This is an optimization exercise on Yosys and OpenROAD, whose aim is small area, not a production implementation.
Only simulation tests tie the RTL to the original design; equivalence was not proved.
Power and IR drop assume default switching activity.

## run.sh

```bash
#!/bin/bash
# synth_recipe.tcl (not shown) runs the flow's synth.tcl, then flattens the netlist and writes it again
# the make line also repeats each setting of config.mk as NAME=value (left out here)
make -C /OpenROAD-flow-scripts/flow DESIGN_CONFIG=/design/flow/config.mk WORK_HOME=/design/flow/orfs CLKGATE_MAP_FILE= SYNTH_SCRIPT=/design/flow/synth_recipe.tcl finish
```

## config.mk

```make
export PLATFORM = sky130hd
export DESIGN_NAME = systolic_array
export DESIGN_NICKNAME = systolic_array
export VERILOG_FILES = /design/flow/design.v
export SDC_FILE = /design/flow/constraint.sdc
export NUM_CORES = 4
export LEC_CHECK = 0
export CAP_MARGIN = 20
export CORE_MARGIN = 2
export CORE_UTILIZATION = 40
export SLEW_MARGIN = 20
```

## constraint.sdc

```tcl
create_clock -name core_clock -period 6.0 [get_ports {clk}]
set_input_delay 1.2000 -clock core_clock [delete_from_list [all_inputs] [get_ports {clk}]]
set_output_delay 1.2000 -clock core_clock [all_outputs]
set_load 0.01 [all_outputs]
```

## design.v

```verilog
`timescale 1ns/10ps
module mac_unit (
    input  logic        clk,
    input  logic        load,
    input  logic [7:0]  a,
    input  logic [7:0]  b,
    input  logic [7:0]  na,      
    input  logic [7:0]  nb,      
    input  logic        v,       
    output logic [31:0] acc
);
    logic [15:0] lo, hi;
    logic up, dn;
    logic [1:0] pc;
    assign acc = {hi, lo};
    wire w0 = a[0] & b[0];
    wire w1 = a[0] & b[1];
    wire w2 = a[0] & b[2];
    wire w3 = a[0] & b[3];
    wire w4 = a[0] & b[4];
    wire w5 = a[0] & b[5];
    wire w6 = a[0] & b[6];
    wire w7 = na[0] | nb[7];
    wire w8 = a[1] & b[0];
    wire w9 = a[1] & b[1];
    wire w10 = a[1] & b[2];
    wire w11 = a[1] & b[3];
    wire w12 = a[1] & b[4];
    wire w13 = a[1] & b[5];
    wire w14 = a[1] & b[6];
    wire w15 = na[1] | nb[7];
    wire w16 = a[2] & b[0];
    wire w17 = a[2] & b[1];
    wire w18 = a[2] & b[2];
    wire w19 = a[2] & b[3];
    wire w20 = a[2] & b[4];
    wire w21 = a[2] & b[5];
    wire w22 = a[2] & b[6];
    wire w23 = na[2] | nb[7];
    wire w24 = a[3] & b[0];
    wire w25 = a[3] & b[1];
    wire w26 = a[3] & b[2];
    wire w27 = a[3] & b[3];
    wire w28 = a[3] & b[4];
    wire w29 = a[3] & b[5];
    wire w30 = a[3] & b[6];
    wire w31 = na[3] | nb[7];
    wire w32 = a[4] & b[0];
    wire w33 = a[4] & b[1];
    wire w34 = a[4] & b[2];
    wire w35 = a[4] & b[3];
    wire w36 = a[4] & b[4];
    wire w37 = a[4] & b[5];
    wire w38 = a[4] & b[6];
    wire w39 = na[4] | nb[7];
    wire w40 = a[5] & b[0];
    wire w41 = a[5] & b[1];
    wire w42 = a[5] & b[2];
    wire w43 = a[5] & b[3];
    wire w44 = a[5] & b[4];
    wire w45 = a[5] & b[5];
    wire w46 = a[5] & b[6];
    wire w47 = na[5] | nb[7];
    wire w48 = a[6] & b[0];
    wire w49 = a[6] & b[1];
    wire w50 = a[6] & b[2];
    wire w51 = a[6] & b[3];
    wire w52 = a[6] & b[4];
    wire w53 = a[6] & b[5];
    wire w54 = a[6] & b[6];
    wire w55 = na[6] | nb[7];
    wire w56 = na[7] | nb[0];
    wire w57 = na[7] | nb[1];
    wire w58 = na[7] | nb[2];
    wire w59 = na[7] | nb[3];
    wire w60 = na[7] | nb[4];
    wire w61 = na[7] | nb[5];
    wire w62 = na[7] | nb[6];
    wire w63 = a[7] & b[7];
    wire w64 = lo[0] & ~load;
    wire w65 = lo[1] & ~load;
    wire w66 = lo[2] & ~load;
    wire w67 = lo[3] & ~load;
    wire w68 = lo[4] & ~load;
    wire w69 = lo[5] & ~load;
    wire w70 = lo[6] & ~load;
    wire w71 = lo[7] & ~load;
    wire w72 = lo[8] & ~load;
    wire w73 = lo[9] & ~load;
    wire w74 = lo[10] & ~load;
    wire w75 = lo[11] & ~load;
    wire w76 = lo[12] & ~load;
    wire w77 = lo[13] & ~load;
    wire w78 = lo[14] & ~load;
    wire w79 = lo[15] & ~load;
    wire w80 = w69 ^ w5;
    wire w81 = w69 & w5;
    wire w82 = w70 ^ w6 ^ w13;
    wire w83 = (w70 & w6) | (w13 & (w70 ^ w6));
    wire w84 = w20 ^ w27;
    wire w85 = w20 & w27;
    wire w86 = w71 ^ w7 ^ w14;
    wire w87 = (w71 & w7) | (w14 & (w71 ^ w7));
    wire w88 = w21 ^ w28 ^ w35;
    wire w89 = (w21 & w28) | (w35 & (w21 ^ w28));
    wire w90 = w42 ^ w49;
    wire w91 = w42 & w49;
    wire w92 = v ^ w72 ^ w15;
    wire w93 = (v & w72) | (w15 & (v ^ w72));
    wire w94 = w22 ^ w29 ^ w36;
    wire w95 = (w22 & w29) | (w36 & (w22 ^ w29));
    wire w96 = w43 ^ w50 ^ w57;
    wire w97 = (w43 & w50) | (w57 & (w43 ^ w50));
    wire w98 = w73 ^ w23 ^ w30;
    wire w99 = (w73 & w23) | (w30 & (w73 ^ w23));
    wire w100 = w37 ^ w44 ^ w51;
    wire w101 = (w37 & w44) | (w51 & (w37 ^ w44));
    wire w102 = w74 ^ w31 ^ w38;
    wire w103 = (w74 & w31) | (w38 & (w74 ^ w31));
    wire w104 = w67 ^ w3;
    wire w105 = w67 & w3;
    wire w106 = w68 ^ w4 ^ w11;
    wire w107 = (w68 & w4) | (w11 & (w68 ^ w4));
    wire w108 = w18 ^ w25;
    wire w109 = w18 & w25;
    wire w110 = w12 ^ w19 ^ w26;
    wire w111 = (w12 & w19) | (w26 & (w12 ^ w19));
    wire w112 = w33 ^ w40 ^ w80;
    wire w113 = (w33 & w40) | (w80 & (w33 ^ w40));
    wire w114 = w34 ^ w41 ^ w48;
    wire w115 = (w34 & w41) | (w48 & (w34 ^ w41));
    wire w116 = w81 ^ w84 ^ w82;
    wire w117 = (w81 & w84) | (w82 & (w81 ^ w84));
    wire w118 = w56 ^ w85 ^ w90;
    wire w119 = (w56 & w85) | (w90 & (w56 ^ w85));
    wire w120 = w83 ^ w86 ^ w88;
    wire w121 = (w83 & w86) | (w88 & (w83 ^ w86));
    wire w122 = w91 ^ w87 ^ w89;
    wire w123 = (w91 & w87) | (w89 & (w91 ^ w87));
    wire w124 = w92 ^ w94 ^ w96;
    wire w125 = (w92 & w94) | (w96 & (w92 ^ w94));
    wire w126 = w58 ^ w93 ^ w95;
    wire w127 = (w58 & w93) | (w95 & (w58 ^ w93));
    wire w128 = w97 ^ w98 ^ w100;
    wire w129 = (w97 & w98) | (w100 & (w97 ^ w98));
    wire w130 = w45 ^ w52 ^ w59;
    wire w131 = (w45 & w52) | (w59 & (w45 ^ w52));
    wire w132 = w99 ^ w101 ^ w102;
    wire w133 = (w99 & w101) | (w102 & (w99 ^ w101));
    wire w134 = w75 ^ w39 ^ w46;
    wire w135 = (w75 & w39) | (w46 & (w75 ^ w39));
    wire w136 = w53 ^ w60 ^ w103;
    wire w137 = (w53 & w60) | (w103 & (w53 ^ w60));
    wire w138 = w76 ^ w47 ^ w54;
    wire w139 = (w76 & w47) | (w54 & (w76 ^ w47));
    wire w140 = w66 ^ w2;
    wire w141 = w66 & w2;
    wire w142 = w10 ^ w17 ^ w24;
    wire w143 = (w10 & w17) | (w24 & (w10 ^ w17));
    wire w144 = w32 ^ w105 ^ w108;
    wire w145 = (w32 & w105) | (w108 & (w32 ^ w105));
    wire w146 = w109 ^ w107 ^ w110;
    wire w147 = (w109 & w107) | (w110 & (w109 ^ w107));
    wire w148 = w111 ^ w114 ^ w113;
    wire w149 = (w111 & w114) | (w113 & (w111 ^ w114));
    wire w150 = w115 ^ w118 ^ w117;
    wire w151 = (w115 & w118) | (w117 & (w115 ^ w118));
    wire w152 = w119 ^ w121 ^ w122;
    wire w153 = (w119 & w121) | (w122 & (w119 ^ w121));
    wire w154 = w123 ^ w125 ^ w126;
    wire w155 = (w123 & w125) | (w126 & (w123 ^ w125));
    wire w156 = w130 ^ w127 ^ w129;
    wire w157 = (w130 & w127) | (w129 & (w130 ^ w127));
    wire w158 = w131 ^ w134 ^ w133;
    wire w159 = (w131 & w134) | (w133 & (w131 ^ w134));
    wire w160 = w61 ^ w135 ^ w138;
    wire w161 = (w61 & w135) | (w138 & (w61 ^ w135));
    wire w162 = w77 ^ w55 ^ w62;
    wire w163 = (w77 & w55) | (w62 & (w77 ^ w55));
    wire w164 = w65 ^ w1;
    wire w165 = w65 & w1;
    wire w166 = w9 ^ w16 ^ w140;
    wire w167 = (w9 & w16) | (w140 & (w9 ^ w16));
    wire w168 = w141 ^ w104 ^ w142;
    wire w169 = (w141 & w104) | (w142 & (w141 ^ w104));
    wire w170 = w143 ^ w106 ^ w144;
    wire w171 = (w143 & w106) | (w144 & (w143 ^ w106));
    wire w172 = w145 ^ w112 ^ w146;
    wire w173 = (w145 & w112) | (w146 & (w145 ^ w112));
    wire w174 = w147 ^ w116 ^ w148;
    wire w175 = (w147 & w116) | (w148 & (w147 ^ w116));
    wire w176 = w149 ^ w120 ^ w150;
    wire w177 = (w149 & w120) | (w150 & (w149 ^ w120));
    wire w178 = w124 ^ w151 ^ w152;
    wire w179 = (w124 & w151) | (w152 & (w124 ^ w151));
    wire w180 = w128 ^ w153 ^ w154;
    wire w181 = (w128 & w153) | (w154 & (w128 ^ w153));
    wire w182 = w132 ^ w155 ^ w156;
    wire w183 = (w132 & w155) | (w156 & (w132 ^ w155));
    wire w184 = w136 ^ w157 ^ w158;
    wire w185 = (w136 & w157) | (w158 & (w136 ^ w157));
    wire w186 = w137 ^ w160 ^ w159;
    wire w187 = (w137 & w160) | (w159 & (w137 ^ w160));
    wire w188 = w139 ^ w162 ^ w161;
    wire w189 = (w139 & w162) | (w161 & (w139 ^ w162));
    wire w190 = w78 ^ w63 ^ w163;
    wire w191 = (w78 & w63) | (w163 & (w78 ^ w63));
    wire w192 = v ^ w79;
    wire w193 = v & w79;
    wire w194 = w64 ^ w0;
    wire w195 = w64 & w0;
    wire w196 = w164 ^ w8 ^ w195;
    wire w197 = (w164 & w8) | (w195 & (w164 ^ w8));
    wire w198 = w165 ^ w166 ^ w197;
    wire w199 = (w165 & w166) | (w197 & (w165 ^ w166));
    wire w200 = w167 ^ w168 ^ w199;
    wire w201 = (w167 & w168) | (w199 & (w167 ^ w168));
    wire w202 = w169 ^ w170 ^ w201;
    wire w203 = (w169 & w170) | (w201 & (w169 ^ w170));
    wire w204 = w171 ^ w172 ^ w203;
    wire w205 = (w171 & w172) | (w203 & (w171 ^ w172));
    wire w206 = pc[0] & ~load;
    wire w207 = w173 ^ w174 ^ w206;
    wire w208 = (w173 & w174) | (w206 & (w173 ^ w174));
    wire w209 = w175 ^ w176 ^ w208;
    wire w210 = (w175 & w176) | (w208 & (w175 ^ w176));
    wire w211 = w177 ^ w178 ^ w210;
    wire w212 = (w177 & w178) | (w210 & (w177 ^ w178));
    wire w213 = w179 ^ w180 ^ w212;
    wire w214 = (w179 & w180) | (w212 & (w179 ^ w180));
    wire w215 = w181 ^ w182 ^ w214;
    wire w216 = (w181 & w182) | (w214 & (w181 ^ w182));
    wire w217 = w183 ^ w184 ^ w216;
    wire w218 = (w183 & w184) | (w216 & (w183 ^ w184));
    wire w219 = pc[1] & ~load;
    wire w220 = w185 ^ w186 ^ w219;
    wire w221 = (w185 & w186) | (w219 & (w185 ^ w186));
    wire w222 = w187 ^ w188 ^ w221;
    wire w223 = (w187 & w188) | (w221 & (w187 ^ w188));
    wire w224 = w189 ^ w190 ^ w223;
    wire w225 = (w189 & w190) | (w223 & (w189 ^ w190));
    wire w226 = w191 ^ w192 ^ w225;
    wire w227 = (w191 & w192) | (w225 & (w191 ^ w192));
    wire w228 = w193 ^ v ^ w227;
    wire w229 = (w193 & v) | (w227 & (w193 ^ v));
    wire w230 = v ^ w229;
    wire w231 = v & w229;
    logic [16:0] tu, td;
    assign tu[0] = up;
    assign td[0] = dn;
    genvar k;
    generate
        for (k = 0; k < 16; k++) begin : hi_chain
            assign tu[k+1] = tu[k] & hi[k];
            assign td[k+1] = td[k] & ~hi[k];
        end
    endgenerate
    always_ff @(posedge clk) begin
        lo <= {w226, w224, w222, w220, w217, w215, w213, w211, w209, w207, w204, w202, w200, w198, w196, w194};
        pc <= {w218, w205};
        up <= ~w230 & w228;
        dn <= w230 & w228;
        hi <= load ? 16'd0 : hi ^ (tu[15:0] | td[15:0]);
    end
endmodule
`timescale 1ns/10ps
module systolic_array #(
    parameter int rows = 8,
    parameter int cols = 8,
    parameter int ip_width = 8,
    parameter int op_width = 32,
    parameter int pipe_lat = 3
)(
    input  logic clk,
    input  logic rst,
    input  logic en,
    input  logic clr,
    input  logic [rows*ip_width-1:0] input_matrix,
    input  logic [cols*ip_width-1:0] weight_matrix,
    output logic compute_done,
    output logic [31:0] cycles_count,
    output logic [rows*cols*op_width-1:0] output_matrix
);
    localparam int total_lat = (rows - 1) + (cols - 1) + pipe_lat + rows;
    logic [rows*ip_width-1:0] a_r;
    logic [cols*ip_width-1:0] b_r;
    logic load_r;
    logic v_r;      
    logic fresh;    
    always_ff @(posedge clk) begin
        if (rst) begin
            a_r    <= '0;
            load_r <= 1'b0;
            v_r    <= 1'b0;
            fresh  <= 1'b1;
        end else begin
            a_r    <= en ? input_matrix : '0;
            load_r <= en & (clr | fresh);
            v_r    <= en;
            if (en) fresh <= 1'b0;
        end
        b_r <= weight_matrix;
    end
    logic [rows*ip_width-1:0] na;
    logic [cols*ip_width-1:0] nb;
    assign na = ~a_r & {(rows*ip_width){v_r}};
    assign nb = ~b_r & {(cols*ip_width){v_r}};
    genvar i, j;
    generate
        for (i = 0; i < rows; i++) begin : PE_rows
            for (j = 0; j < cols; j++) begin : PE_cols
                mac_unit pe_inst (
                    .clk (clk),
                    .load(load_r),
                    .a   (a_r[i*ip_width +: ip_width]),
                    .b   (b_r[j*ip_width +: ip_width]),
                    .na  (na[i*ip_width +: ip_width]),
                    .nb  (nb[j*ip_width +: ip_width]),
                    .v   (v_r),
                    .acc (output_matrix[(i*cols + j)*op_width +: op_width])
                );
            end
        end
    endgenerate
    logic [4:0] active_tokens;
    logic array_idle;
    always_ff @(posedge clk) begin
        if (rst) begin
            cycles_count  <= '0;
            compute_done  <= 1'b0;
            active_tokens <= '0;
            array_idle    <= 1'b1;
        end else begin
            if (!array_idle) cycles_count <= cycles_count + 1;
            if (en) begin
                array_idle    <= 1'b0;
                compute_done  <= 1'b0;
                active_tokens <= 5'(total_lat);
            end else if (!array_idle) begin
                if (active_tokens != 0) begin
                    active_tokens <= active_tokens - 1;
                end else begin
                    compute_done <= 1'b1;
                    array_idle   <= 1'b1;
                end
            end
        end
    end
endmodule
```

==> run_results.csv, run 1 <==
group,metric,value,unit
timing,unrepaired_setup_endpoints_after_global_routing,"false",
yosys,synth_async_sr_flop_share,0,
floorplanning,initial_utilization,0.402,
timing,final.period_utilization,0.939,
critical_path,end_kind,"flop",
route,drc,0,
floorplanning,fp.coreArea,565000,um^2
yosys,synth_edf_count,0,
worst_hold_path,worst_hold_path_type,"reg2reg",
critical_path,slowest_delay,0.84,ns
timing,max_clock_freq,178,MHz
run_status,outcome,"complete, no violations",
timing,setup_viol_count_final,0,
clocking,cts.root.buffer_cell,"clkbuf_16",
cells_and_area,area_growth,20.0,%
critical_path,cp.buffers_inverters,4,
yosys,syn-instance-count,24200,
grt,globalRouteTotalUtil,0.314,
clocking,ctsHtreeMaxLevel,5,
floorplanning,die_height,757,um
yosys,synth_sequential_area_ratio,0.218,
grt,global_route_wire_length_before_repair,1300000,um
cells_and_area,multi_input_gate_area_in_the_final_layout,156000,um^2
clocking,cts_tree,"yes",
cells_and_area,ff_latch_area,49900,um^2
pwr,cellLeakagePower,123,nW
pwr,pwr_density_cell,443,nW/um^2
clocking,tritoncts.num_buffers,332,
yosys,synth-seq-cells,2474,
cells_and_area,fillerInstances,52900,
clocking,postCtsSetupRepairBufs,0,
critical_path,critical_register_to_register_path_endpoint,"PE_rows[4].PE_cols[3].pe_inst.dn",
grt,grt_pass1_vias,179000,
floorplanning,die_footprint,574000,um^2
clocking,ctsLongestPathBuffers,4,
timing,slew_headroom,0.178,
floorplanning,ioPinCount,2213,
yosys,synth_top_cells_by_area,"fa_1, dfxtp_1, inv_1",
timing,finalHoldViolations,0,
placement,dp.final_hpwl,709000,um
timing,fin_worst_skew,0.105,ns
critical_path,cp.required,6.83,ns
yosys,synth_most_common_cell,"inv_1",
route,detailroute.via_count,172000,
critical_path,r2r-start,"v_r",
critical_path,timing.setup.critical_path_class,"reg2reg",
critical_path,cp_max_fo,43,
critical_path,worst_setup_path_endpoint,"PE_rows[4].PE_cols[3].pe_inst.dn",
critical_path,cpMaxStageDelayCell,"a21boi_0",
timing,finalCriticalPeriod,5.63,ns
clocking,clock_latency,1.04,ns
yosys,yosys.area.top_type_share,0.361,
route,dr.pass1.iters,6,
placement,place.gp.congestion,0.951,
floorplanning,chipWidth,757,um
timing,timing_worst_slew_pin_value,1.23,ns
route,route.final.wire_length,901000,um
route,drt-initial-drc-count,13000,
critical_path,r2r_cells,17,
clocking,clock_sink_count,2474,
timing,finalHoldWorstSlack,0.484,ns
floorplanning,fp-row-count,276,
pwr,vdd.ir_drop.worst,0.354,mV
clocking,ctsResizeCount,0,
yosys,synthTopCellsByCount,"inv_1, fa_1, dfxtp_1, and2_1, nand2_1",
cells_and_area,drive_above_1_share,0.0690,
critical_path,crit_start_category,"flop",
clocking,clk_pin_slew_worst_paths,0.06,ns
placement,placement.io_buffers,2212,
yosys,yosys_warnings,2,
yosys,yosys.area.top_type,"fa_1",
yosys,synth_ff_type,"dfxtp_1",
clocking,post_cts_hold_buffer_count,0,
job,drv.max_cap_violation_count,0,
critical_path,startpoint,"v_r",
critical_path,critical-path-top-delay-family,"adder cells",
route,route.antenna.remaining_nets,0,
grt,grt_antenna_before_repair,102,
route,routed_wire_length_per_instance,26.7,um
critical_path,r2r_setup_slack,0.37,ns
yosys,mappedNetlistNets,29200,
grt,overflow,0,
yosys,syn-mean-instance-area,9.37,um^2
worst_hold_path,timing.hold.worst_path_depth,2,
route,vias_per_cell,5.10,
critical_path,cp_num_cells,17,
pwr,total_power,121,mW
critical_path,worstPathCellList,"buf_12 -> buf_12 -> a21boi_0 -> fa_1 -> fa_1 -> fa_1 -> fa_1 -> inv_1 -> fa_2 -> fa_2 -> fa_2 -> fa_2 -> inv_1 -> ha_1 -> nor2_1 -> xnor2_1 -> and2_1",
cells_and_area,fin_nets,30800,
grt,grt_start_max_net_pins,154,
yosys,synth_area,227000,um^2
critical_path,arrival,6.47,ns
timing,finalMaxSlewViolations,0,
yosys,synth_cell_types,65,
-- per-stage QoR --
stage | std cells | setup slack, ns | utilization | setup TNS, ns | instance area, um^2
after CTS | 33700 | 0.348 | 0.482 | 0 | 272000
after detailed placement | 33100 | 0.410 | 0.461 | 0 | 261000
after global placement | 33100 | 0.409 | 0.461 | 0 | 261000
after global routing | 33700 | 0.172 | 0.482 | 0 | 272000
after floorplan | 24200 | -0.718 | - | -118.61 | 229000
final | 33700 | 0.366 | 0.482 | 0 | 272000
-- power breakdown --
part           internal (mW)  leakage, nW  switching (mW)
Combinational           28.7         97.0            33.6
Sequential              24.1         20.5            12.8
Clock                   12.6         5.72            8.93
Total                   65.4          123            55.3
-- routing by layer --
metal,track usage,part of all wire
met4,0.212,0.085
met5,0,0.00033
met2,0.463,0.43
met3,0.0935,0.098
met1,0.397,0.39
-- cell families (layout without fill, tap and decap cells) --
kind of cell / after synthesis / count (layout) / share of synthesized area
multiplexers: 164 / 164 / 0.00725
AND/OR/NAND/NOR: 8559 / 8559 / 0.198
AO/OA/AOI/OAI: 1125 / 1125 / 0.0350
flip-flops: 2474 / 2474 / 0.218
adder cells (fa/ha/maj): 4803 / 4803 / 0.400
buffers and inverters: 6055 / 7983 / 0.100
other: 0 / 56 / 0
XOR/XNOR: 1064 / 1064 / 0.0410
-- registers in the layout (all words and copies together) (netlist names) --
| signal | count |
|---|---|
| PE_rows.PE_cols.pe_inst.dn | 64 |
| PE_rows.PE_cols.pe_inst.hi | 1024 |
| PE_rows.PE_cols.pe_inst.lo | 1024 |
| PE_rows.PE_cols.pe_inst.pc | 128 |
| PE_rows.PE_cols.pe_inst.up | 64 |
| a_r | 64 |
| active_tokens | 5 |
| array_idle | 1 |
| b_r | 64 |
| compute_done | 1 |
| cycles_count | 32 |
| fresh | 1 |
| load_r | 1 |
| v_r | 1 |
-- cells in the final DEF (no fill, tap or decap), types with 61 or more instances in the layout --
master,instances
dfxtp_1,2341
a21boi_0,468
nand3_1,227
clkdlybuf4s50_1,2208
dfxtp_4,76
xnor2_1,420
nand4_1,166
buf_12,147
nand2_1,2079
nor3_1,212
or3_1,61
clkbuf_16,335
or4_1,103
inv_1,4570
fa_1,3766
a32oi_1,84
buf_4,454
and2_1,2415
nand2b_1,588
and4_1,85
fa_2,330
a21oi_1,144
nor2_1,1443
ha_1,702
mux2i_1,161
or2_2,75
nor2b_1,654
a31oi_1,125
clkbuf_8,85
nor4_1,201
nor3b_1,65
xor2_1,644
-- cell type report --
| cell class | instances | share of cell area |
|---|---|---|
| diodes | 56 | 0.000514 |
| clock buffers | 473 | 0.0358 |
| clock inverters | 125 | 0.00693 |
| inverters | 4572 | 0.0630 |
| multi-input cells | 15700 | 0.572 |
| flip-flops and latches | 2474 | 0.183 |
| well taps | 7506 | 0.0345 |
| repair buffers | 2813 | 0.105 |
-- worst register-to-register path, cell delays in order, from the launching register on --
cell and delay [ns]:
dfxtp_4 0.65, buf_12 0.33, buf_12 0.29, a21boi_0 0.85
fa_1 0.59, fa_1 0.42, fa_1 0.40, fa_1 0.40
inv_1 0.10, fa_2 0.22, fa_2 0.20, fa_2 0.24
fa_2 0.20, inv_1 0.04, ha_1 0.18, nor2_1 0.14
xnor2_1 0.09, and2_1 0.16
-- how the worst min path moves through the flow --
stage                                                      end                            startpoint
after floorplan                                          fresh                                 fresh
after global placement    PE_rows[2].PE_cols[2].pe_inst.hi[15]  PE_rows[2].PE_cols[2].pe_inst.hi[15]
after detailed placement  PE_rows[5].PE_cols[4].pe_inst.hi[15]  PE_rows[5].PE_cols[4].pe_inst.hi[15]
after CTS                 PE_rows[5].PE_cols[2].pe_inst.hi[15]  PE_rows[5].PE_cols[2].pe_inst.hi[15]
after global routing      PE_rows[4].PE_cols[4].pe_inst.hi[15]  PE_rows[4].PE_cols[4].pe_inst.hi[15]
final                     PE_rows[5].PE_cols[4].pe_inst.hi[15]  PE_rows[5].PE_cols[4].pe_inst.hi[15]
==> inputs of run 2 (changes only) <==
==> flow/run.sh (new file) <==
#!/bin/bash
# Standard layout, with three changes:
#  0. the standard synthesis runs with ABC's mapping script replaced by
#     flow/abc_amap.script (flow/my_synth.tcl sources synth_recipe.tcl);
#  1. after synthesis, flow/fixpol.py re-chooses the polarity of
#     the full-adder cells (each is self-dual) and of simple gates (swapped
#     for their complement) to remove inverters; registers, ports and all
#     other connections stay as synthesized;
#  2. ports are buffered with sky130_fd_sc_hd__buf_1 instead of the default.
# Each tool's output goes to a log file of its own in this folder.
set -euo pipefail
R=orfs/results/$FLOW_PLATFORM/systolic_array/base
bash standard.sh SYNTH_SCRIPT="$PWD/flow/my_synth.tcl" synth > synth.log 2>&1
cp $R/1_synth.odb $R/1_synth_std.odb
openroad -python -exit flow/fixpol.py $R/1_synth_std.odb $R/1_synth.odb > fixpol.log 2>&1
touch $R/1_synth.odb
export BUFFER_PORTS_ARGS="-buffer_cell sky130_fd_sc_hd__buf_1"
bash standard.sh BUFFER_PORTS_ARGS="$BUFFER_PORTS_ARGS" finish > layout.log 2>&1
==> flow/abc_amap.script (new file) <==
strash
dch
amap
topo
stime -c
==> flow/fixpol.py (new file) <==
"""Re-choose signal polarities in the synthesized netlist to remove inverters.

A full adder is self-dual: FA(~a, ~b, ~c) = (~sum, ~cout), so any full adder
may be flipped (its three inputs and two outputs complemented) without
changing the logic. A simple gate may be swapped for its complement (nand2
for and2, a21oi for a21o, xor2 for xnor2, ...), which complements its output
only. This script collapses the inverters of the netlist into edge parities,
picks flips and swaps that need little area (inverters plus the area change
of the swaps), and rebuilds the inverters: at most one per net, for the sinks
that need the complement. Registers, ports, and every connection other than
through the removed inverters stay as they are.

usage: openroad -python -exit fixpol2.py IN.odb OUT.odb
"""
import sys
import random
import odb

inp, outp = sys.argv[1], sys.argv[2]
db = odb.dbDatabase.create()
odb.read_db(db, inp)
block = db.getChip().getBlock()
PFX = "sky130_fd_sc_hd__"
INV_AREA = 3.7536

masters = {}
for lib in db.getLibs():
    for m in lib.getMasters():
        masters[m.getName()] = m


def area(m):
    return m.getWidth() * m.getHeight() / 1e6


PAIRS = [("and2", "nand2"), ("and3", "nand3"), ("and4", "nand4"), ("and2b", "nand2b"),
         ("and3b", "nand3b"), ("and4b", "nand4b"), ("and4bb", "nand4bb"),
         ("or2", "nor2"), ("or3", "nor3"), ("or4", "nor4"), ("or2b", "nor2b"),
         ("or3b", "nor3b"), ("or4b", "nor4b"), ("or4bb", "nor4bb"),
         ("a21o", "a21oi"), ("a22o", "a22oi"), ("a211o", "a211oi"), ("a221o", "a221oi"),
         ("a2111o", "a2111oi"), ("a31o", "a31oi"), ("a32o", "a32oi"), ("a311o", "a311oi"),
         ("a41o", "a41oi"), ("a21bo", "a21boi"), ("a2bb2o", "a2bb2oi"),
         ("o21a", "o21ai"), ("o22a", "o22ai"), ("o211a", "o211ai"), ("o221a", "o221ai"),
         ("o2111a", "o2111ai"), ("o31a", "o31ai"), ("o32a", "o32ai"), ("o311a", "o311ai"),
         ("o41a", "o41ai"), ("o21ba", "o21bai"), ("o2bb2a", "o2bb2ai"),
         ("xor2", "xnor2"), ("xor3", "xnor3"), ("mux2", "mux2i")]
COMP = {}
for x, y in PAIRS:
    COMP[x] = y
    COMP[y] = x


def split(name):
    b = name[len(PFX):]
    base, _, drive = b.rpartition("_")
    return base, drive


def comp_master(m):
    """The complement of master m, with its output pin name, or None."""
    n = m.getName()
    if not n.startswith(PFX):
        return None
    base, drive = split(n)
    if base not in COMP:
        return None
    for d in (drive, "1", "2", "0"):
        cm = masters.get(PFX + COMP[base] + "_" + d)
        if cm is None:
            continue
        ins = sorted(t.getName() for t in m.getMTerms() if t.getIoType() == "INPUT" and t.getSigType() == "SIGNAL")
        cins = sorted(t.getName() for t in cm.getMTerms() if t.getIoType() == "INPUT" and t.getSigType() == "SIGNAL")
        if ins != cins:
            return None
        return cm
    return None


def kind(inst):
    n = inst.getMaster().getName()
    if "__inv_" in n or "__clkinv_" in n:
        return "inv"
    if "__fa_" in n:
        return "fa"
    if comp_master(inst.getMaster()) is not None:
        return "gate"
    return "other"


def out_iterm(inst):
    for it in inst.getITerms():
        if it.isOutputSignal():
            return it
    return None


def net_driver(net):
    for it in net.getITerms():
        if it.isOutputSignal():
            return it.getInst()
    return None


insts = list(block.getInsts())
kinds = {i.getName(): kind(i) for i in insts}

# inverters that can be removed: not driving a port
invs = []
for inst in insts:
    if kinds[inst.getName()] != "inv":
        continue
    on = out_iterm(inst).getNet()
    if on is None or len(on.getBTerms()) > 0:
        continue
    invs.append(inst)
inv_set = set(i.getName() for i in invs)

memo = {}


def root(net):
    k = net.getName()
    if k in memo:
        return memo[k]
    d = net_driver(net)
    if d is not None and d.getName() in inv_set:
        a = [it for it in d.getITerms() if it.isInputSignal()][0].getNet()
        r, p = root(a)
        res = (r, p ^ 1)
    else:
        res = (net, 0)
    memo[k] = res
    return res


# variables: full adders (flip) and gates (complement)
var_insts = [i for i in insts if kinds[i.getName()] in ("fa", "gate")]
var_idx = {v.getName(): n for n, v in enumerate(var_insts)}
is_fa = [kinds[v.getName()] == "fa" for v in var_insts]
swap_cost = []
for v in var_insts:
    if is_fa[var_idx[v.getName()]]:
        swap_cost.append(0.0)
    else:
        swap_cost.append(area(comp_master(v.getMaster())) - area(v.getMaster()))

roots = {}


def rootrec(rnet):
    k = rnet.getName()
    if k not in roots:
        d = net_driver(rnet)
        roots[k] = {"net": rnet, "drv": var_idx.get(d.getName()) if d is not None else None,
                    "sinks": [], "port": False}
    return roots[k]


for inst in insts:
    if inst.getName() in inv_set:
        continue
    vi = var_idx.get(inst.getName())
    fa_sink = vi if (vi is not None and is_fa[vi]) else None
    for it in inst.getITerms():
        if not it.isInputSignal():
            continue
        n = it.getNet()
        if n is None or n.getSigType() in ("POWER", "GROUND"):
            continue
        r, p = root(n)
        rootrec(r)["sinks"].append(((inst.getName(), it.getMTerm().getName()), p, fa_sink))
    o = out_iterm(inst)
    if o is not None and o.getNet() is not None:
        rootrec(o.getNet())
for bt in block.getBTerms():
    if bt.getIoType() != "OUTPUT":
        continue
    r, p = root(bt.getNet())
    rec = rootrec(r)
    rec["sinks"].append((bt, p, None))
    rec["port"] = True

var_roots = [set() for _ in var_insts]
for k, rec in roots.items():
    if rec["drv"] is not None:
        var_roots[rec["drv"]].add(k)
    for (_, _, fi) in rec["sinks"]:
        if fi is not None:
            var_roots[fi].add(k)

flip = [0] * len(var_insts)
locked = [False] * len(var_insts)
for k, rec in roots.items():
    if rec["drv"] is not None and rec["port"]:
        locked[rec["drv"]] = True


def cost(k):
    rec = roots[k]
    fd = flip[rec["drv"]] if rec["drv"] is not None else 0
    for (_, p, fi) in rec["sinks"]:
        fs = flip[fi] if fi is not None else 0
        if p ^ fs != fd:
            return INV_AREA
    return 0.0


def total():
    return sum(cost(k) for k in roots) + sum(swap_cost[v] for v in range(len(flip)) if flip[v])


print("removable inverters:", len(invs), "full adders:", sum(is_fa), "gates:", len(var_insts) - sum(is_fa))
t0 = total()
print("area of inverters with no change: %.1f" % t0)
rng = random.Random(1)
order = list(range(len(var_insts)))
for it in range(40):
    rng.shuffle(order)
    gain = 0.0
    for v in order:
        if locked[v]:
            continue
        ks = var_roots[v]
        c0 = sum(cost(k) for k in ks) + (swap_cost[v] if flip[v] else 0.0)
        flip[v] ^= 1
        c1 = sum(cost(k) for k in ks) + (swap_cost[v] if flip[v] else 0.0)
        if c1 < c0 - 1e-9 or (abs(c1 - c0) < 1e-9 and rng.random() < 0.3):
            gain += c0 - c1
        else:
            flip[v] ^= 1
    print("pass %d gain %.1f total %.1f" % (it, gain, total()))
    if gain < 1e-9 and it > 8:
        break

# rebuild
for inst in invs:
    on = out_iterm(inst).getNet()
    for it in inst.getITerms():
        it.disconnect()
    odb.dbInst.destroy(inst)

# swap the complemented gates (new instance, same name and connections)
nswap = 0
for v, inst in enumerate(var_insts):
    if is_fa[v] or not flip[v]:
        continue
    cm = comp_master(inst.getMaster())
    conns = {}
    for it in inst.getITerms():
        n = it.getNet()
        if n is None:
            continue
        if it.isOutputSignal():
            conns["__out__"] = n
        else:
            conns[it.getMTerm().getName()] = n
    name = inst.getName()
    for it in inst.getITerms():
        it.disconnect()
    odb.dbInst.destroy(inst)
    ni = odb.dbInst.create(block, cm, name)
    for it in ni.getITerms():
        mt = it.getMTerm()
        if it.isOutputSignal():
            it.connect(conns["__out__"])
        elif mt.getName() in conns:
            it.connect(conns[mt.getName()])
    # the sinks of this instance refer to its iterms only through nets: no update needed
    nswap += 1

# sinks are found again by (instance name, pin), as swapped gates are new instances
inv_master = masters[PFX + "inv_1"]
cnt = 0
for k, rec in roots.items():
    rnet = rec["net"]
    fd = flip[rec["drv"]] if rec["drv"] is not None else 0
    neg = None
    for (t, p, fi) in rec["sinks"]:
        fs = flip[fi] if fi is not None else 0
        want_inv = (p ^ fs) != fd
        if isinstance(t, odb.dbBTerm):
            if want_inv or t.getNet().getName() != rnet.getName():
                raise SystemExit("port %s would change" % t.getName())
            continue
        it = block.findInst(t[0]).findITerm(t[1])
        if want_inv:
            if neg is None:
                neg = odb.dbNet.create(block, "fixpol_n%d" % cnt)
                inv = odb.dbInst.create(block, inv_master, "fixpol_inv%d" % cnt)
                cnt += 1
                for it2 in inv.getITerms():
                    if it2.getMTerm().getName() == "A":
                        it2.connect(rnet)
                    elif it2.getMTerm().getName() == "Y":
                        it2.connect(neg)
            it.disconnect()
            it.connect(neg)
        else:
            if it.getNet() is None or it.getNet().getName() != rnet.getName():
                it.disconnect()
                it.connect(rnet)
for net in list(block.getNets()):
    if net.getSigType() in ("POWER", "GROUND"):
        continue
    if len(net.getITerms()) == 0 and len(net.getBTerms()) == 0:
        odb.dbNet.destroy(net)
print("inverters: before", len(invs), "after", cnt, "full adders flipped",
      sum(1 for v in range(len(flip)) if flip[v] and is_fa[v]), "gates swapped", nswap)
odb.write_db(db, outp)
==> flow/my_synth.tcl (new file) <==
# The standard synthesis (synth_recipe.tcl, sourced unchanged), with one
# change: ABC maps the logic with flow/abc_amap.script (area-oriented amap)
# instead of ORFS's abc_area.script. Registers are mapped before ABC, so
# they are the standard synthesis's.
set ::my_abc_script [file join [file dirname [file normalize [info script]]] abc_amap.script]
proc ::my_abc_fix {name1 name2 op} {
  set i [lsearch -exact $::abc_args -script]
  if {$i >= 0 && [lindex $::abc_args [expr {$i + 1}]] ne $::my_abc_script} {
    set ::abc_args [lreplace $::abc_args [expr {$i + 1}] [expr {$i + 1}] $::my_abc_script]
  }
}
trace add variable ::abc_args write ::my_abc_fix
source [file join [file dirname [file dirname [file normalize [info script]]]] synth_recipe.tcl]
==> standard.sh (new file) <==
#!/bin/bash
# synth_recipe.tcl (not shown) runs the flow's synth.tcl, then flattens the netlist and writes it again
# the make line also repeats each setting of config.mk as NAME=value (left out here)
make -C /OpenROAD-flow-scripts/flow DESIGN_CONFIG=/design/flow/config.mk WORK_HOME=/design/flow/orfs CLKGATE_MAP_FILE= SYNTH_SCRIPT=/design/flow/synth_recipe.tcl "${@:-finish}"
--- a/config.mk
+++ b/config.mk
@@ -5,7 +5,10 @@
 export SDC_FILE = /design/flow/constraint.sdc
 export NUM_CORES = 4
 export LEC_CHECK = 0
+export ABC_AREA = 1
 export CAP_MARGIN = 20
 export CORE_MARGIN = 2
 export CORE_UTILIZATION = 40
+export CTS_CLUSTER_DIAMETER = 120
+export CTS_CLUSTER_SIZE = 20
 export SLEW_MARGIN = 20
removed: run.sh
==> run_results.csv, run 2 <==
group,metric,value,unit
pwr,power.sequential.fraction,0.318,
placement,dp.final_hpwl,823000,um
yosys,synth_area,196000,um^2
yosys,mappedNetlistNets,24200,
worst_hold_path,worst_hold_path_type,"in2reg",
placement,placement.io_buffers,2212,
pwr,combinationalPowerShare,0.560,
route,route.antenna.remaining_nets,0,
run_status,outcome,"complete, no violations",
clocking,postCtsSetupRepairBufs,0,
timing,slew_headroom,0.0812,
yosys,syn-instance-count,19200,
pwr,power_report.internal_total,52.3,mW
worst_hold_path,timing.hold.worst_path_depth,1,
timing,setup_viol_count_final,0,
grt,overflow,0,
timing,timing_worst_slew_pin_value,1.38,ns
grt,grt_antenna_before_repair,78,
route,routed_wire_length_per_instance,35.4,um
floorplanning,fp-row-count,257,
route,drt-initial-drc-count,19100,
floorplanning,ioPinCount,2213,
timing,setup-tns-final,0,ns
critical_path,timing.setup.critical_path_class,"reg2reg",
critical_path,cpMaxStageDelayCell,"inv_2",
clocking,ctsLongestPathBuffers,4,
grt,global_route_wire_length_before_repair,1400000,um
critical_path,cp_max_fo,10,
clocking,clk_pin_slew_worst_paths,0.10,ns
route,drc,0,
clocking,clock_latency,1.01,ns
critical_path,cp.buffers_inverters,3,
pwr,cellLeakagePower,102,nW
critical_path,crit_start_category,"flop",
route,routed.top_layer,"met5",
cells_and_area,fillerInstances,46700,
critical_path,path_common_cell,"fa_2",
critical_path,slowest_delay,0.80,ns
critical_path,critical_register_to_register_path_endpoint,"PE_rows[1].PE_cols[5].pe_inst.up",
critical_path,cp.required,6.88,ns
cells_and_area,ff_latch_area,49700,um^2
yosys,yosys_warnings,2,
route,wl_met2,398000,um
clocking,cts.root.buffer_cell,"clkbuf_16",
timing,final.period_utilization,0.978,
floorplanning,die_footprint,495000,um^2
timing,finalCriticalPeriod,5.87,ns
yosys,syn-mean-instance-area,10.2,um^2
cells_and_area,layout_common_cells,"nor2_1, fa_1, dfxtp_1, buf_1, inv_1",
clocking,tritoncts.num_buffers,167,
clocking,ctsHtreeMaxLevel,4,
placement,place.gp.congestion,1.03,
route,drt-met1-wl,401000,um
floorplanning,initial_utilization,0.401,
cells_and_area,top_regs,"PE_rows.PE_cols.pe_inst.hi: 1024 flops, PE_rows.PE_cols.pe_inst.lo: 1024 flops, PE_rows.PE_cols.pe_inst.pc: 128 flops",
route,route.final.wire_length,1030000,um
critical_path,arrival,6.75,ns
cells_and_area,final_util,0.466,
route,vias_per_cell,5.63,
critical_path,r2r_setup_slack,0.13,ns
pwr,vdd.ir_drop.worst,0.295,mV
floorplanning,die_height,704,um
critical_path,cp_num_cells,17,
timing,finalMaxSlewViolations,0,
grt,globalRouteTotalUtil,0.412,
critical_path,r2r-start,"b_r[45]",
cells_and_area,drive_above_1_share,0.0710,
pwr,switching_share,0.513,
timing,max_clock_freq,170,MHz
cells_and_area,fin_nets,27400,
pwr,power_frac_clock,0.122,
job,drv.max_cap_violation_count,0,
route,dr.pass1.iters,8,
grt,grt_pass1_vias,160000,
clocking,cts_tree,"yes",
route,routed_length_on_met3,141000,um
cells_and_area,multi_input_gate_area_in_the_final_layout,140000,um^2
critical_path,r2r_cells,17,
pwr,pwr_density_cell,471,nW/um^2
grt,grt_start_max_net_pins,177,
worst_hold_path,min_delay_worst_endpoint,"b_r[45]",
timing,finalHoldViolations,0,
critical_path,end_kind,"flop",
route,detailroute.via_count,164000,
critical_path,critical-path-top-delay-family,"adder cells",
pwr,netSwitchingPower,55.1,mW
worst_hold_path,worst_hold_startpoint,"weight_matrix[45]",
cells_and_area,final_common_cell,"nor2_1",
timing,unrepaired_setup_endpoints_after_global_routing,"false",
cells_and_area,area_growth,16.2,%
clocking,clock_sink_count,2474,
floorplanning,fp.coreArea,489000,um^2
critical_path,worstPathCellList,"inv_2 -> buf_12 -> buf_4 -> nor2_1 -> fa_1 -> fa_1 -> fa_1 -> fa_2 -> fa_2 -> fa_2 -> fa_2 -> fa_2 -> ha_2 -> nor2_2 -> nor2_1 -> a21oi_1 -> nor2b_1",
timing,fin_worst_skew,0.0775,ns
floorplanning,chipWidth,704,um
run 2: worst max path at each step:
stage / from / endpoint / slack [ns]
CTS: v_r / PE_rows[7].PE_cols[6].pe_inst.up / 0.003
detailed placement: v_r / PE_rows[7].PE_cols[6].pe_inst.up / 0.02
finish: b_r[45] / PE_rows[1].PE_cols[5].pe_inst.up / 0.13
floorplan: load_r / PE_rows[1].PE_cols[0].pe_inst.up / -28.42
global route: v_r / PE_rows[1].PE_cols[1].pe_inst.up / 0.04
global placement: v_r / PE_rows[7].PE_cols[6].pe_inst.up / -0.07
run 2: layer usage:
metal | GRT usage | vias up
met5 | 0.00817 | -
met4 | 0.285 | 34
met3 | 0.180 | 1986
met2 | 0.544 | 10600
met1 | 0.537 | 83000
li1 | - | 68200
run 2: cell type report:
cell class,count,area share
diodes,151,0.00166
clock inverters,52,0.00352
inverters,2014,0.0333
repair buffers,3023,0.0743
multi-input cells,14700,0.615
flip-flops and latches,2474,0.218
well taps,6475,0.0356
clock buffers,187,0.0191
run 2: metrics by stage:
| stage | instance area, um^2 | setup slack, ns | power [mW] | instances | hold slack, ns |
|---|---|---|---|---|---|
| CTS | 227000 | 0.00332 | 106 | 29000 | 0.252 |
| floorplan | 197000 | -28.42 | 64.2 | 19200 | 0.423 |
| finish | 228000 | 0.130 | 107 | 29100 | 0.320 |
| global placement | 222000 | -0.0658 | 91.6 | 28700 | 0.429 |
| global route | 228000 | 0.0444 | 114 | 29100 | 0.281 |
| detailed placement | 222000 | 0.0195 | 92.8 | 28700 | 0.438 |
run 2: what timing repair did:
item,4_1_cts,5_1_grt
gates resized for setup,0,2
endpoints found under the setup margin,0,11
hold buffers,0,0
run 2: worst reg2reg max path: stages, from the launching register on:
cell	delay, ns
dfxtp_2	0.34
inv_2	0.80
buf_12	0.28
buf_4	0.25
nor2_1	0.10
fa_1	0.51
fa_1	0.43
fa_1	0.44
fa_2	0.40
fa_2	0.41
fa_2	0.38
fa_2	0.39
fa_2	0.36
ha_2	0.19
nor2_2	0.13
nor2_1	0.06
a21oi_1	0.17
nor2b_1	0.15
run 2: power by group through the flow:
stage / clock network [mW] / logic, mW / registers [mW]
floorplan: 0 / 31.6 / 32.6
detailed placement: 0 / 58.9 / 33.9
CTS: 13.2 / 59.4 / 33.7
global placement: 0 / 57.7 / 33.9
global route: 13.7 / 66.1 / 34.5
finish: 13.1 / 60.1 / 34.2

## static timing again, ports no longer ideal
No port has a modelled driver above. Below, the same layouts with a new extraction and two added sets of constraints.
Step 1 assumes that a clkbuf_16 drives the clock port and a buf_2 every other input.
Step 2 times the ports against the registers' clock, not the clock port: input delays grow and output delays shrink by t, the midpoint of the rising clock arrivals with the driver on.
a / b / c = ideal ports / drivers / drivers and shift; a / b = the first two.
| run | shift t [ns] | setup slack, ns | hold WS [ns] | worst data-port slew with drivers (ns) |
|---|---|---|---|---|
| run 1 | 1.117 | 0.366 / 0.366 / 0.366 | 0.484 / 0.484 / 0.484 | 0.23 |
| run 2 | 1.105 | 0.130 / 0.130 / 0.130 | 0.320 / 0.204 / 0.450 | 0.33 |
After both steps setup and hold are still met in every run listed.
